Source: an optimization exercise on an open RTL-to-GDS flow (aim: small area and a short achievable clock period). Production flows keep margins and buffers that such runs may drop.

== 08-01 ==
==> flow/design.v <==
module p #(parameter DATA_WIDTH = 16, OUT_WIDTH = 32)
(
    input [DATA_WIDTH-1:0] a,
    input [DATA_WIDTH-1:0] b,
    output [OUT_WIDTH-1:0] c,
    output reg done,
    input clk,
    input rst
);
    localparam K = DATA_WIDTH;
    reg [K-1:0] hi;      
    reg [K-1:0] lo;      
    reg [K:0] pp;        
    reg pneg;            
    reg [2:0] cnt;
    assign c = {hi, lo};
    wire [2:0] bits = rst ? {b[1:0], 1'b0} : lo[3:1];
    wire one = bits[0] ^ bits[1];
    wire two = (bits[2] & ~bits[1] & ~bits[0]) | (~bits[2] & bits[1] & bits[0]);
    wire neg = bits[2];
    wire [K:0] m = one ? {a[K-1], a} : two ? {a, 1'b0} : {(K+1){1'b0}};
    wire [K+1:0] sum;
    pfx_add #(.W(K+2)) stepadd (.x({{2{hi[K-1]}}, hi}), .y({pp[K], pp}), .ci(pneg), .s(sum));
    always @(posedge clk) begin
        pp <= m ^ {(K+1){neg}};
        pneg <= neg;
        if (rst) begin
            hi <= 0;
            lo <= b;
            cnt <= 3'd0;
            done <= 1'b0;
        end else if (!done) begin
            hi <= sum[K+1:2];
            lo <= {sum[1:0], lo[K-1:2]};
            cnt <= cnt + 3'd1;
            done <= (cnt == 3'd7);
        end
    end
endmodule
`timescale 1ns / 1ps
module mac #(
    parameter DATA_WIDTH = 16,
              OUT_WIDTH = 32
)(
    input clk,
    input rst,
    input clr,
    input [DATA_WIDTH - 1: 0] a,
    input [DATA_WIDTH - 1: 0] b,
    output reg [OUT_WIDTH-1: 0] out
);
    wire ready;
    wire [OUT_WIDTH-1:0] pro;
    wire [OUT_WIDTH-1:0] acc;
    p #(.DATA_WIDTH(DATA_WIDTH), .OUT_WIDTH(OUT_WIDTH)) product (
        .a(a), .b(b), .c(pro), .done(ready), .clk(clk), .rst(rst)
    );
    pfx_add #(.W(OUT_WIDTH)) accadd (.x(out), .y(pro), .ci(1'b0), .s(acc));
    always @(posedge clk) begin
        if (clr)
            out <= 0;
        else if (ready && !rst)
            out <= acc;
    end
endmodule
module pfx_add #(parameter W = 32, KIND = 1) (
    input [W-1:0] x,
    input [W-1:0] y,
    input ci,
    output [W-1:0] s
);
    localparam L = $clog2(W);
    wire [W-1:0] p0 = x ^ y;
    wire [W-1:0] g0 = {x[W-1:1] & y[W-1:1], (x[0] & y[0]) | (p0[0] & ci)};
    wire [W-1:0] g [0:2*L];
    wire [W-1:0] pp [0:2*L];
    assign g[0] = g0;
    assign pp[0] = p0;
    genvar l, i;
    generate
        if (KIND == 0) begin : skl
            for (l = 0; l < L; l = l + 1) begin : lv
                for (i = 0; i < W; i = i + 1) begin : bt
                    if ((i >> l) & 1) begin : nd
                        localparam J = ((i >> l) << l) - 1;
                        assign g[l+1][i] = g[l][i] | (pp[l][i] & g[l][J]);
                        assign pp[l+1][i] = pp[l][i] & pp[l][J];
                    end else begin : th
                        assign g[l+1][i] = g[l][i];
                        assign pp[l+1][i] = pp[l][i];
                    end
                end
            end
            for (l = L; l < 2*L; l = l + 1) begin : pad
                assign g[l+1] = g[l];
                assign pp[l+1] = pp[l];
            end
        end else begin : bk
            for (l = 0; l < L; l = l + 1) begin : up
                for (i = 0; i < W; i = i + 1) begin : bt
                    if (((i + 1) % (2 << l)) == 0) begin : nd
                        assign g[l+1][i] = g[l][i] | (pp[l][i] & g[l][i - (1 << l)]);
                        assign pp[l+1][i] = pp[l][i] & pp[l][i - (1 << l)];
                    end else begin : th
                        assign g[l+1][i] = g[l][i];
                        assign pp[l+1][i] = pp[l][i];
                    end
                end
            end
            for (l = L - 2; l >= 0; l = l - 1) begin : dn
                for (i = 0; i < W; i = i + 1) begin : bt
                    if (((i + 1) % (2 << l)) == (1 << l) && i >= (2 << l)) begin : nd
                        assign g[2*L-1-l][i] = g[2*L-2-l][i] | (pp[2*L-2-l][i] & g[2*L-2-l][i - (1 << l)]);
                        assign pp[2*L-1-l][i] = pp[2*L-2-l][i] & pp[2*L-2-l][i - (1 << l)];
                    end else begin : th
                        assign g[2*L-1-l][i] = g[2*L-2-l][i];
                        assign pp[2*L-1-l][i] = pp[2*L-2-l][i];
                    end
                end
            end
            assign g[2*L] = g[2*L-1];
            assign pp[2*L] = pp[2*L-1];
        end
    endgenerate
    assign s = p0 ^ {g[2*L][W-2:0], ci};
endmodule
clock: 12.0 ns
lec_check: 0
cap_margin: 20
core_margin: 2
core_utilization: 40
slew_margin: 20
standard.sh (not shown) runs the stock make flow with config.mk's settings and CLKGATE_MAP_FILE= SYNTH_SCRIPT=/design/flow/synth_recipe.tcl, a recipe that flattens the netlist after the stock synthesis.
==> flow/flow/run.sh <==
#!/bin/bash
# Standard ORFS layout (the standard.sh), with port buffers of a plain buffer
# cell and setup repair aiming further below the clock period. Make's full output
# goes to flow_make.log; ORFS keeps each tool's log under orfs/logs.
set -euo pipefail
bash standard.sh \
  "BUFFER_PORTS_ARGS=-buffer_cell sky130_fd_sc_hd__buf_1" \
  SETUP_SLACK_MARGIN=8.5 \
  finish > flow_make.log 2>&1
08-01 finished all stages; the layout is clean.
## Diff of input files: 06-05 against 08-01
-- flow/design.v --
<<< 08-01, line 64
    end
endmodule
module pfx_add #(parameter W = 32, KIND = 1) (
    input [W-1:0] x,
    input [W-1:0] y,
>>> 06-05, line 64
    end
endmodule
module pfx_add #(parameter W = 32, KIND = 0) (
    input [W-1:0] x,
    input [W-1:0] y,
==> comparison <==
- The flow did not stop early for 06-05: all stages ran, and the layout cleared the timing, DRC and antenna checks.
- 06-05 vs. 08-01: die area shows an increase of about 1.1%; number of detailed-route iterations in the first pass shows no meaningful change; worst slack at placement shows a reduction of 0.12 ns; fraction of the cycle the final worst path needs shows an increase of 0.37 points; count of placed standard cells in the final layout, fillers left out shows an increase of 5.2%.
- [compare] base=08-01 new=06-05: maximum clock rate dropped 1.3%, slew at the pin with the worst max-slew slack climbed 0.52 ns, die extent in y climbed 0.66 um.
- Compared with 08-01, in 06-05 distinct cell type count after synthesis up 31%; met1 usage in global routing went down 0.37 points.
- compound AO/OA/AOI/OAI gates as the combinational family with the most area after synthesis was reported by 06-05, and adder cells by 08-01.
No functional check of the RTL was part of any run of this note.

-- port drivers added, routing unchanged --
No port has a modelled driver above. Below, the same layouts with a new extraction and two added sets of constraints.
Step 1, drivers: a clkbuf_16 drives clk and a buf_2 each remaining input, both assumed.
Step 2 also shifts input and output timing later by t, the mid clock arrival at the registers, as if the neighbouring blocks saw the same clock.
Slacks: no drivers / after step 1 / after step 2; pairs: no drivers / after step 1.
run | shift t [ns] | setup slack, ns | worst slew at a driven data input, ns
08-01 | 0.373 | 8.557 / 8.573 / 8.200 | 0.04
06-05 | 0.379 | 8.512 / 8.508 / 8.129 | 0.06
After both steps every run listed still meets setup and hold. The setup slack of 06-05, which loses most, moves by -0.004 ns with the drivers and by -0.383 ns with both steps.
